Source: an optimization exercise on an open RTL-to-GDS flow (aim: small area). Production flows keep margins and buffers that such runs may drop.
Only simulation tests tie the RTL to the original design; equivalence was not proved.
Power and IR drop assume default switching activity.

Setup of rev 12:
==> flow/design.v (excerpt) <==
module ahb (
            hclk
           ,hresetn
           ,htrans
           ,haddr
           ,hwdata
           ,hready_in
           ,hsel
           ,hwrite
           ,hsize
           ,hresp
           ,hready_out
           ,hrdata
           ,frame_num
           ,sample_in_frame
           ,com_2_ovl
           ,max_point_fft_core
           ,alpha
           ,quarter
           ,fft_num
           ,fft_stage_number
           ,mel_num
           ,cep_num
           ,trigger
           );
Size: ~870 cells after synthesis, about 410 I/O pins, ~13,000 um^2 of cells after synthesis.
clock: 10.0 ns
lec_check: 0
cap_margin: 0
core_margin: 2
core_utilization: 55
slew_margin: 0
synth_hierarchical: 1
standard.sh (not shown) runs the stock make flow with config.mk's settings and CLKGATE_MAP_FILE= SYNTH_SCRIPT=/design/flow/synth_recipe.tcl, a recipe that flattens the netlist after the stock synthesis.
==> flow/flow/run.sh <==
#!/bin/bash
# Standard ORFS layout, with the smallest buffer (sky130_fd_sc_hd__buf_1)
# on every port and a clock tree built without dummy loads.
set -euo pipefail
CTS="-sink_clustering_enable -repair_clock_nets -dont_use_dummy_load -buf_list sky130_fd_sc_hd__clkbuf_16 -sink_clustering_size 28 -sink_clustering_max_diameter 90"
bash standard.sh 'BUFFER_PORTS_ARGS=-buffer_cell sky130_fd_sc_hd__buf_1' "CTS_ARGS=$CTS" finish > make_finish.log 2>&1
Every stage of the flow completed for rev 12, and the final layout passed the timing, design-rule and antenna checks.
### rev 12 -> rev 13
# rev 12
export LEC_CHECK = 0
export CAP_MARGIN = 0
export CORE_MARGIN = 2
export CORE_UTILIZATION = 55
export SLEW_MARGIN = 0
export SYNTH_HIERARCHICAL = 1
create_clock -name core_clock -period 10.0 [get_ports {hclk}]
# rev 13
export LEC_CHECK = 0
export CAP_MARGIN = 20
export CORE_MARGIN = 2
export CORE_UTILIZATION = 70
export CTS_BUF_LIST = sky130_fd_sc_hd__clkbuf_4
export SLEW_MARGIN = 20
export SYNTH_HIERARCHICAL = 1
create_clock -name core_clock -period 10.0 [get_ports {hclk}]
==> flow/flow/run.sh <==
#!/bin/bash
# Standard ORFS layout, but the port buffers are the smallest buffer
# (sky130_fd_sc_hd__buf_1) instead of the one buffer_ports picks itself.
set -euo pipefail
bash standard.sh 'BUFFER_PORTS_ARGS=-buffer_cell sky130_fd_sc_hd__buf_1' finish > make_finish.log 2>&1
Findings:
- In the metrics for rev 12 and rev 13, the one carrying the higher final-layout clock-cell area share is rev 13.
- Rev 13 vs rev 12: final-layout worst hold slack down in rev 13
- Re source-to-sink clock delay at the later pin of the worst-skew pair: rev 12 and rev 13 aren't equal, and the higher value belongs to rev 13.

## run 1
Another version of the RTL of ahb (not shown whole).
Size: roughly 870 cells after synthesis, ~410 I/O pins.
export LEC_CHECK = 0
export CAP_MARGIN = 0
export CORE_MARGIN = 2
export CORE_UTILIZATION = 65
export SLEW_MARGIN = 0
export SYNTH_HIERARCHICAL = 1
create_clock -name core_clock -period 10.0 [get_ports {hclk}]
==> flow/flow/run.sh <==
#!/bin/bash
# Standard ORFS layout, with the smallest buffer (sky130_fd_sc_hd__buf_1)
# on every port and a clock tree built without dummy loads.
set -euo pipefail
CTS="-sink_clustering_enable -repair_clock_nets -dont_use_dummy_load -buf_list sky130_fd_sc_hd__clkbuf_16 -sink_clustering_size 28 -sink_clustering_max_diameter 90"
bash standard.sh 'BUFFER_PORTS_ARGS=-buffer_cell sky130_fd_sc_hd__buf_1' "CTS_ARGS=$CTS" finish > make_finish.log 2>&1
Run 1: full flow OK, the timing, design-rule and antenna checks passed
For run 2, these inputs were changed with respect to run 1:
- CORE_UTILIZATION changed from 65 to 55
Findings:
- Instance count after placement with tap cells included: run 2 vs run 1 up 36
- Looking at clock period minus final worst setup slack across both flows, run 2 is the weaker of the two, with run 1 ahead.
- Taking run 1 as the reference, in run 2 final core area utilization has decreased, setup slack saw a decrease, non-clock buffering overhead in the final layout rose by 0.41 points.
- Delta (run 2 minus run 1): average detailed-routed wire length per instance lost about 0.9%; ratio of final minimum period to clock period grew by 0.38 points; arrival time at the worst endpoint rose by 0.04 ns.
- For run 1, the critical path capture point was hrdata[28], unlike run 2, where it was hrdata[12].
Relative to run 2, the following input files were edited for run 3:
- changing CORE_UTILIZATION from 55 to 65
- setting GPL_TIMING_DRIVEN to 0 for the first time
==> flow/flow/run.sh <==
#!/bin/bash
# Standard ORFS layout, with the smallest buffer (sky130_fd_sc_hd__buf_1)
# on every port and a clock tree built without dummy loads.
set -euo pipefail
CTS="-sink_clustering_enable -repair_clock_nets -dont_use_dummy_load -buf_list sky130_fd_sc_hd__clkbuf_16 -root_buf sky130_fd_sc_hd__clkbuf_4 -tree_buf sky130_fd_sc_hd__clkbuf_4 -sink_clustering_size 28 -sink_clustering_max_diameter 150"
bash standard.sh 'BUFFER_PORTS_ARGS=-buffer_cell sky130_fd_sc_hd__buf_1' "CTS_ARGS=$CTS" finish > make_finish.log 2>&1
Results
Compared with run 2, in run 3 areal power density over the cells went down by 5.2%, met3 usage in global routing went up by 9.1 points, total wirelength of the detailed-routed design went up by 2.1%. From run 3 to run 2, number of sinks driven by the clock tree did not move at all.
### run 3 -> run 4
- swapping 65 for 72 in CORE_UTILIZATION
- clearing GPL_TIMING_DRIVEN, which used to be 0
Notes after the runs:
The lower met2 routing resource usage after global routing came out of run 3. Higher post-layout total power was reported by run 3, not run 4. In the reports for run 4 and run 3, the smaller measured slew at the worst slew-check pin belongs to run 3. Slack of the critical path, run 4 and run 3: lower on run 4. Portion of the post-synthesis area used by sequential elements delta (run 3 -> run 4): insignificant. Compared with run 3, run 4 shows count of vias placed by the detailed router that has gone down slightly. | fraction of the cycle the final worst path needs | run 4 vs run 3 | 3.0 points higher |. The detailed-route wire length per cell of run 4 and that of run 3 are within noise of each other. Arrival time at the worst endpoint (lower): run 3.
The following lists how run 5 was set up differently from run 4:
- CORE_UTILIZATION changed from 72 to 65
Results
Going from run 4 to run 5, die extent in y went up by about 5%, count of non-CTS buffers in the layout level, cell count after placement +2.3%. On post-placement cell area, run 4 and run 5 are neck and neck. Run 5 ended up with more standard cells than run 4. Taking run 4 as the reference, in run 5 switching power summed over all nets higher; overall power consumption was more or less identical; standby leakage power shows no meaningful change; worst setup slack has decreased.

static timing again, ports no longer ideal:
How much do the figures lean on ideal ports? The routed layouts below were timed once more, with nothing changed but the port constraints.
Step 1 (the two cells are an assumption about what drives the block):
set clk [get_ports {hclk}]
set_driving_cell -lib_cell sky130_fd_sc_hd__clkbuf_16 $clk
set_driving_cell -lib_cell sky130_fd_sc_hd__buf_2 [delete_from_list [all_inputs] $clk]
Step 2 times the ports against the registers' clock, not the clock port: input delays grow and output delays shrink by t, the midpoint of the rising clock arrivals with the driver on.
a / b / c = no drivers / after step 1 / after step 2; a / b = the first two.
run | t, ns | slack for setup (ns) | clock arrival spread, ns
rev 12 | 0.542 | 4.704 / 4.655 / 5.197 | 0.017 / 0.016
rev 13 | 0.734 | 4.525 / 4.479 / 5.213 | 0.048 / 0.047
run 1 | 0.538 | 4.785 / 4.737 / 5.274 | 0.032 / 0.033
run 2 | 0.543 | 4.747 / 4.697 / 5.240 | 0.019 / 0.018
run 3 | 0.718 | 4.975 / 4.929 / 5.647 | 0.030 / 0.030
run 4 | 0.708 | 4.672 / 4.631 / 5.339 | 0.031 / 0.030
run 5 | 0.733 | 4.569 / 4.523 / 5.256 | 0.033 / 0.032
After both steps setup and hold are still met in every run listed.
